From an optimization exercise on the open Yosys and OpenROAD flow, aimed at small area and a short achievable clock period; shortcuts taken in it are not production practice.
Where RTL was checked, it was by simulation tests only, not by an equivalence proof against the original.

Setup of oak:
// gte_mac123
module gte_mac123 (
   input  wire               clk,
   input  wire               reset,
   input  wire               trigger,
   input  wire signed [31:0] mul1,
   input  wire signed [31:0] mul2,
   input  wire signed [44:0] add,
   input  wire               sub,
   input  wire               swap,
   input  wire               save_shifted,
   input  wire               use_ir,
   input  wire               ir_shift,
   input  wire               ir_shift_flag,
   input  wire               sat_ir,
   input  wire               sat_ir_flag,
   input  wire               use_result,
   output wire signed [31:0] mac_result,
   output reg                mac_writeback,
   output wire signed [15:0] ir_result,
   output reg                ir_writeback,
   output reg  signed [44:0] mac_last,
   output wire signed [31:0] mac_shifted,
   output wire               flag_mac_uf,
   output wire               flag_mac_of,
   output wire               flag_ir
);
Size: roughly 250 I/O pins.
==> flow/config.mk <==
export PLATFORM = sky130hd
export DESIGN_NAME = gte_mac123
export DESIGN_NICKNAME = gte_mac123
export VERILOG_FILES = /design/flow/design.v
export SDC_FILE = /design/flow/constraint.sdc
export NUM_CORES = 4
export LEC_CHECK = 0
export ABC_AREA = 1
export CAP_MARGIN = 20
export CORE_MARGIN = 2
export CORE_UTILIZATION = 40
export SLEW_MARGIN = 20
export SYNTH_HIERARCHICAL = 1
==> flow/constraint.sdc <==
create_clock -name core_clock -period 14.0 [get_ports {clk}]
set_input_delay 2.8000 -clock core_clock [delete_from_list [all_inputs] [get_ports {clk}]]
set_output_delay 2.8000 -clock core_clock [all_outputs]
set_load 0.01 [all_outputs]
standard.sh (not shown) runs the stock make flow with config.mk's settings and CLKGATE_MAP_FILE= SYNTH_SCRIPT=/design/flow/synth_recipe.tcl, a recipe that flattens the netlist after the stock synthesis.
==> flow/flow/run.sh <==
#!/bin/bash
# The standard layout (the standard.sh with its unchanged synthesis) with two
# changes to how the layout is made: the port buffers are plain buffers
# (sky130_fd_sc_hd__buf_1) instead of the delay cells buffer_ports picks by
# default, and ORFS's timing repair is asked for a setup margin past what the
# clock period needs. The clock and constraints are the design's.
# make's full output goes to make_finish.log in the work folder.
set -euo pipefail
here="$(cd "$(dirname "${BASH_SOURCE[0]}")/.." && pwd)"
cd "$here"
bash ./standard.sh "BUFFER_PORTS_ARGS=-buffer_cell sky130_fd_sc_hd__buf_1" \
  SETUP_SLACK_MARGIN=7.0 finish > make_finish.log 2>&1
#### Input delta (pine over oak)
--- a/flow/design.v
+++ b/flow/design.v
@@ -1181,33 +1181,26 @@
    wire pcy_p4_0 = pcy_p3_2 & pcy_p3_0;
    wire pcy_g5_0 = pcy_g3_4 | (pcy_p3_4 & pcy_g4_0);
    wire pcy_p5_0 = pcy_p3_4 & pcy_p4_0;
    wire [43:0] vcy = {va_g5_43, va_g5_42, va_g5_41, va_g5_40, va_g5_39, va_g5_38, va_g5_37, va_g5_36, va_g5_35, va_g5_34, va_g5_33, va_g5_32, va_g4_31, va_g4_30, va_g4_29, va_g4_28, va_g4_27, va_g4_26, va_g4_25, va_g4_24, va_g4_23, va_g4_22, va_g4_21, va_g4_20, va_g4_19, va_g4_18, va_g4_17, va_g4_16, va_g3_15, va_g3_14, va_g3_13, va_g3_12, va_g3_11, va_g3_10, va_g3_9, va_g3_8, va_g2_7, va_g2_6, va_g2_5, va_g2_4, va_g1_3, va_g1_2, va_g0_1, vg[0]};              
    wire [43:0] vci = {vcy[42:0], 1'b0};       
    wire [43:0] pg = ps_r & pc_r;
    wire [43:0] pp_ = ps_r | pc_r;
    wire        pcarry = pcy_g5_0;
    wire        T44 = c3[43] ^ vcy[43] ^ z44_r ^ pcarry;
-   wire [43:0] V = vh ^ vci;
-   assign R = {T44, V ^ {44{inv_r}}};
+   assign R = {T44, (vh ^ {44{inv_r}}) ^ vci};
    assign mac_shifted = R[43:12];
    assign mac_result  = save_shifted_r ? R[43:12] : R[31:0];
    assign flag_mac_uf = mac_writeback & R[44] & ~R[43];
    assign flag_mac_of = mac_writeback & ~R[44] & R[43];
-   wire [43:0] vp1 = {vp[42:0], 1'b0};
-   wire [43:0] vg1 = {vg[42:0], 1'b0};
-   wire lo_z = &(~(vh[31:16] ^ vp1[31:16]));
-   wire lo_o = &(vh[31:16] ^ vg1[31:16]);
-   wire hi_z = &(~(vh[43:28] ^ vp1[43:28]));
-   wire hi_o = &(vh[43:28] ^ vg1[43:28]);
-   wire lo_big = ~(V[15] ? lo_o : lo_z);
-   wire hi_big = ~(V[27] ? hi_o : hi_z);
    wire lo_neg = R[31], hi_neg = R[43];
+   wire lo_big = ~(&R[31:15]) & (|R[31:15]);
+   wire hi_big = ~(&R[43:27]) & (|R[43:27]);
    wire        v_neg  = IRshift_1 ? hi_neg : lo_neg;
    wire        v_big  = IRshift_1 ? hi_big : lo_big;
    wire [15:0] v_low  = IRshift_1 ? R[27:12] : R[15:0];
    assign ir_result = ~ir_writeback ? 16'h0000 :
                       (satIR_1 & v_neg)  ? 16'h0000 :
                       v_big ? (v_neg ? 16'h8000 : 16'h7FFF) : v_low;
    wire        w_neg  = IRshiftFlag_1 ? hi_neg : lo_neg;
    wire        w_big  = IRshiftFlag_1 ? hi_big : lo_big;
    assign flag_ir = ir_writeback & ((satIRFlag_1 & w_neg) | w_big);
[summary]
Summary of pine over oak: worst-case headroom to the max-slew limit lower, number of distinct library cells after synthesis has increased, synthesized-area fraction occupied by and/or/nand/nor cells shrank by 3.3 points. Summary of the comparison: instance count on the critical path is lower in pine, relative to oak. Against oak, pine comes in 70 ps higher on arrival time of the worst setup path. Diff oak -> pine: highest net fanout along the worst path moved up; die outline area lost about 3.3%; multi-input combinational gate total decreased by 8.3% relative to the old numbers; highest clock frequency the design can meet decreased by 0.75% relative to the old numbers. pine — number of antenna cells inserted 1 higher, oak as reference. Looking at pine and oak, the number of vias per cell is a wash.
Function not checked in oak: the RTL went through the layout flow alone.

---

gte_mac123, a different RTL version from the one above (not shown whole).
Size: roughly 3,000 cells after synthesis, roughly 250 I/O pins.
==> flow/design.v (excerpt) <==
module gte_mac123 (
   input  wire               clk,
   input  wire               reset,
   input  wire               trigger,
   input  wire signed [31:0] mul1,
   input  wire signed [31:0] mul2,
   input  wire signed [44:0] add,
   input  wire               sub,
   input  wire               swap,
   input  wire               save_shifted,
   input  wire               use_ir,
   input  wire               ir_shift,
   input  wire               ir_shift_flag,
   input  wire               sat_ir,
   input  wire               sat_ir_flag,
   input  wire               use_result,
   output wire signed [31:0] mac_result,
   output reg                mac_writeback,
   output wire signed [15:0] ir_result,
   output reg                ir_writeback,
   output reg  signed [44:0] mac_last,
   output wire signed [31:0] mac_shifted,
   output wire               flag_mac_uf,
   output wire               flag_mac_of,
   output wire               flag_ir
);
   wire [33:0] ybits = {mul2, 1'b0};
   wire [32:0] x = {mul1[31], mul1};
   wire [15:0] bone, btwo, bneg;
  ...
Settings: LEC_CHECK=0, ABC_AREA=1, CAP_MARGIN=20, CORE_MARGIN=2, CORE_UTILIZATION=40, SLEW_MARGIN=20, SYNTH_HIERARCHICAL=1; clock period 14.0 ns.
==> flow/flow/run.sh <==
#!/bin/bash
# The standard layout (the standard.sh with its unchanged synthesis) with two
# changes to how the layout is made: the port buffers are plain buffers
# (sky130_fd_sc_hd__buf_1) instead of the delay cells buffer_ports picks by
# default, and ORFS's timing repair is asked for a setup margin past what the
# clock period needs. The clock and constraints are the design's.
# make's full output goes to make_finish.log in the work folder.
set -euo pipefail
here="$(cd "$(dirname "${BASH_SOURCE[0]}")/.." && pwd)"
cd "$here"
bash ./standard.sh "BUFFER_PORTS_ARGS=-buffer_cell sky130_fd_sc_hd__buf_1" \
  SETUP_SLACK_MARGIN=6.8 finish > make_finish.log 2>&1
Then changed:
--- a/flow/design.v
+++ b/flow/design.v
@@ -867,17 +867,17 @@
    generate for (gj = 0; gj < 44; gj = gj + 1) begin : csa
       mac_fa u_fa (.a(a_r[gj]), .b(ps_r[gj]), .c(pc_r[gj]), .s(s3[gj]), .co(c3[gj]));
    end endgenerate
    wire [43:0] vb = {c3[42:0], cin_r};
    wire [43:0] vg, vh;
    generate for (gj = 0; gj < 44; gj = gj + 1) begin : cpa_in
       mac_ha u_ha (.a(s3[gj]), .b(vb[gj]), .s(vh[gj]), .co(vg[gj]));
    end endgenerate
-   wire [43:0] vp = vh;          
+   wire [43:0] vp = s3 | vb;
    wire va_g0_1 = vg[1] | (vp[1] & vg[0]);
    wire va_p0_1 = vp[1] & vp[0];
    wire va_g0_3 = vg[3] | (vp[3] & vg[2]);
    wire va_p0_3 = vp[3] & vp[2];
    wire va_g0_5 = vg[5] | (vp[5] & vg[4]);
    wire va_p0_5 = vp[5] & vp[4];
    wire va_g0_7 = vg[7] | (vp[7] & vg[6]);
    wire va_p0_7 = vp[7] & vp[6];
Result: The new run finished with timing, DRC and antenna clean. Critical path depth is lower by 1. Fmax hardly moves. Global-route usage is lower by 0.54 points.

---

## the previous run
RTL: one of the versions met above, not the one the previous note started from.
For scale: about 0.028 mm2 of cells after synthesis.
export LEC_CHECK = 0
export ABC_AREA = 1
export CAP_MARGIN = 20
export CORE_MARGIN = 2
export CORE_UTILIZATION = 40
export SLEW_MARGIN = 20
export SYNTH_HIERARCHICAL = 1
create_clock -name core_clock -period 14.0 [get_ports {clk}]
Scripts as last shown in full above: flow/flow/run.sh
Changes in the current run relative to the previous run:
--- a/flow/design.v
+++ b/flow/design.v
@@ -1180,35 +1180,28 @@
    wire pcy_g4_0 = pcy_g3_2 | (pcy_p3_2 & pcy_g3_0);
    wire pcy_p4_0 = pcy_p3_2 & pcy_p3_0;
    wire pcy_g5_0 = pcy_g3_4 | (pcy_p3_4 & pcy_g4_0);
    wire pcy_p5_0 = pcy_p3_4 & pcy_p4_0;
    wire [43:0] vcy = {va_g5_43, va_g5_42, va_g5_41, va_g5_40, va_g5_39, va_g5_38, va_g5_37, va_g5_36, va_g5_35, va_g5_34, va_g5_33, va_g5_32, va_g4_31, va_g4_30, va_g4_29, va_g4_28, va_g4_27, va_g4_26, va_g4_25, va_g4_24, va_g4_23, va_g4_22, va_g4_21, va_g4_20, va_g4_19, va_g4_18, va_g4_17, va_g4_16, va_g3_15, va_g3_14, va_g3_13, va_g3_12, va_g3_11, va_g3_10, va_g3_9, va_g3_8, va_g2_7, va_g2_6, va_g2_5, va_g2_4, va_g1_3, va_g1_2, va_g0_1, vg[0]};              
    wire [43:0] vci = {vcy[42:0], 1'b0};       
    wire [43:0] pg = ps_r & pc_r;
    wire [43:0] pp_ = ps_r | pc_r;
    wire        pcarry = pcy_g5_0;
    wire        T44 = c3[43] ^ vcy[43] ^ z44_r ^ pcarry;
-   wire [43:0] V = vh ^ vci;
-   assign R = {T44, V ^ {44{inv_r}}};
+   assign R = {T44, (vh ^ {44{inv_r}}) ^ vci};
    assign mac_shifted = R[43:12];
    assign mac_result  = save_shifted_r ? R[43:12] : R[31:0];
    assign flag_mac_uf = mac_writeback & R[44] & ~R[43];
    assign flag_mac_of = mac_writeback & ~R[44] & R[43];
-   wire [43:0] vp1 = {vp[42:0], 1'b0};
-   wire [43:0] vg1 = {vg[42:0], 1'b0};
-   wire lo_z = &(~(vh[31:16] ^ vp1[31:16]));
-   wire lo_o = &(vh[31:16] ^ vg1[31:16]);
-   wire hi_z = &(~(vh[43:28] ^ vp1[43:28]));
-   wire hi_o = &(vh[43:28] ^ vg1[43:28]);
-   wire lo_big = ~(V[15] ? lo_o : lo_z);
-   wire hi_big = ~(V[27] ? hi_o : hi_z);
    wire lo_neg = R[31], hi_neg = R[43];
+   wire lo_big = ~(&R[31:15]) & (|R[31:15]);
+   wire hi_big = ~(&R[43:27]) & (|R[43:27]);
    wire        v_neg  = IRshift_1 ? hi_neg : lo_neg;
    wire        v_big  = IRshift_1 ? hi_big : lo_big;
    wire [15:0] v_low  = IRshift_1 ? R[27:12] : R[15:0];
    assign ir_result = ~ir_writeback ? 16'h0000 :
                       (satIR_1 & v_neg)  ? 16'h0000 :
                       v_big ? (v_neg ? 16'h8000 : 16'h7FFF) : v_low;
    wire        w_neg  = IRshiftFlag_1 ? hi_neg : lo_neg;
    wire        w_big  = IRshiftFlag_1 ? hi_big : lo_big;
    assign flag_ir = ir_writeback & ((satIRFlag_1 & w_neg) | w_big);
 endmodule
## What came out
The current run reports its cell with the largest stage delay on the worst path as sky130_fd_sc_hd__fa_1 while the previous run reports sky130_fd_sc_hd__nand2_1.
Summary: with the previous run as the reference, synthesized area in the current run moved down by a few percent.
The mux share of post-synthesis cell area reported for the current run is greater than that of the previous run by 0.97 points.
Row design area: the current run lower / the previous run higher
[compare] base=the previous run new=the current run: global-route total usage across every layer down 0.48 points; wire length reported by the detailed router decreased about 3.2%.
Function not checked in the previous run: the RTL went through the layout flow alone.

-- separate check: timing with driven ports --
No port has a modelled driver above. Below, the same layouts with a new extraction and two added sets of constraints.
Step 1: set_driving_cell puts a clkbuf_16 on clk and a buf_2 on each other input, an assumption about the parent block.
Step 2 moves the port delays by t, midway between the first and last clock arrival at a register: inputs arrive t later, outputs are due t later. That takes back most of the time a late clock gives input paths.
Three values: ideal ports, drivers, drivers and shift; two values: the first two.
| run | t (ns) | slack for setup (ns) | hold slack, ns |
|---|---|---|---|
| oak | 0.541 | 7.094 / 7.123 / 6.582 | 0.480 / 0.480 / 0.480 |
| pine | 0.552 | 7.041 / 7.007 / 6.527 | 0.480 / 0.480 / 0.480 |
| the first run of note 2 | 0.542 | 6.920 / 6.909 / 6.366 | 0.486 / 0.486 / 0.486 |
| the second run of note 2 | 0.543 | 6.907 / 6.934 / 6.391 | 0.483 / 0.483 / 0.483 |
| the previous run | 0.536 | 6.933 / 6.963 / 6.427 | 0.482 / 0.482 / 0.482 |
| the current run | 0.552 | 6.905 / 6.928 / 6.375 | 0.479 / 0.479 / 0.479 |
After both steps setup and hold are still met in every run listed. For the first run of note 2, which loses most, drivers alone change the setup slack by -0.011 ns; drivers and shift together by -0.554 ns.
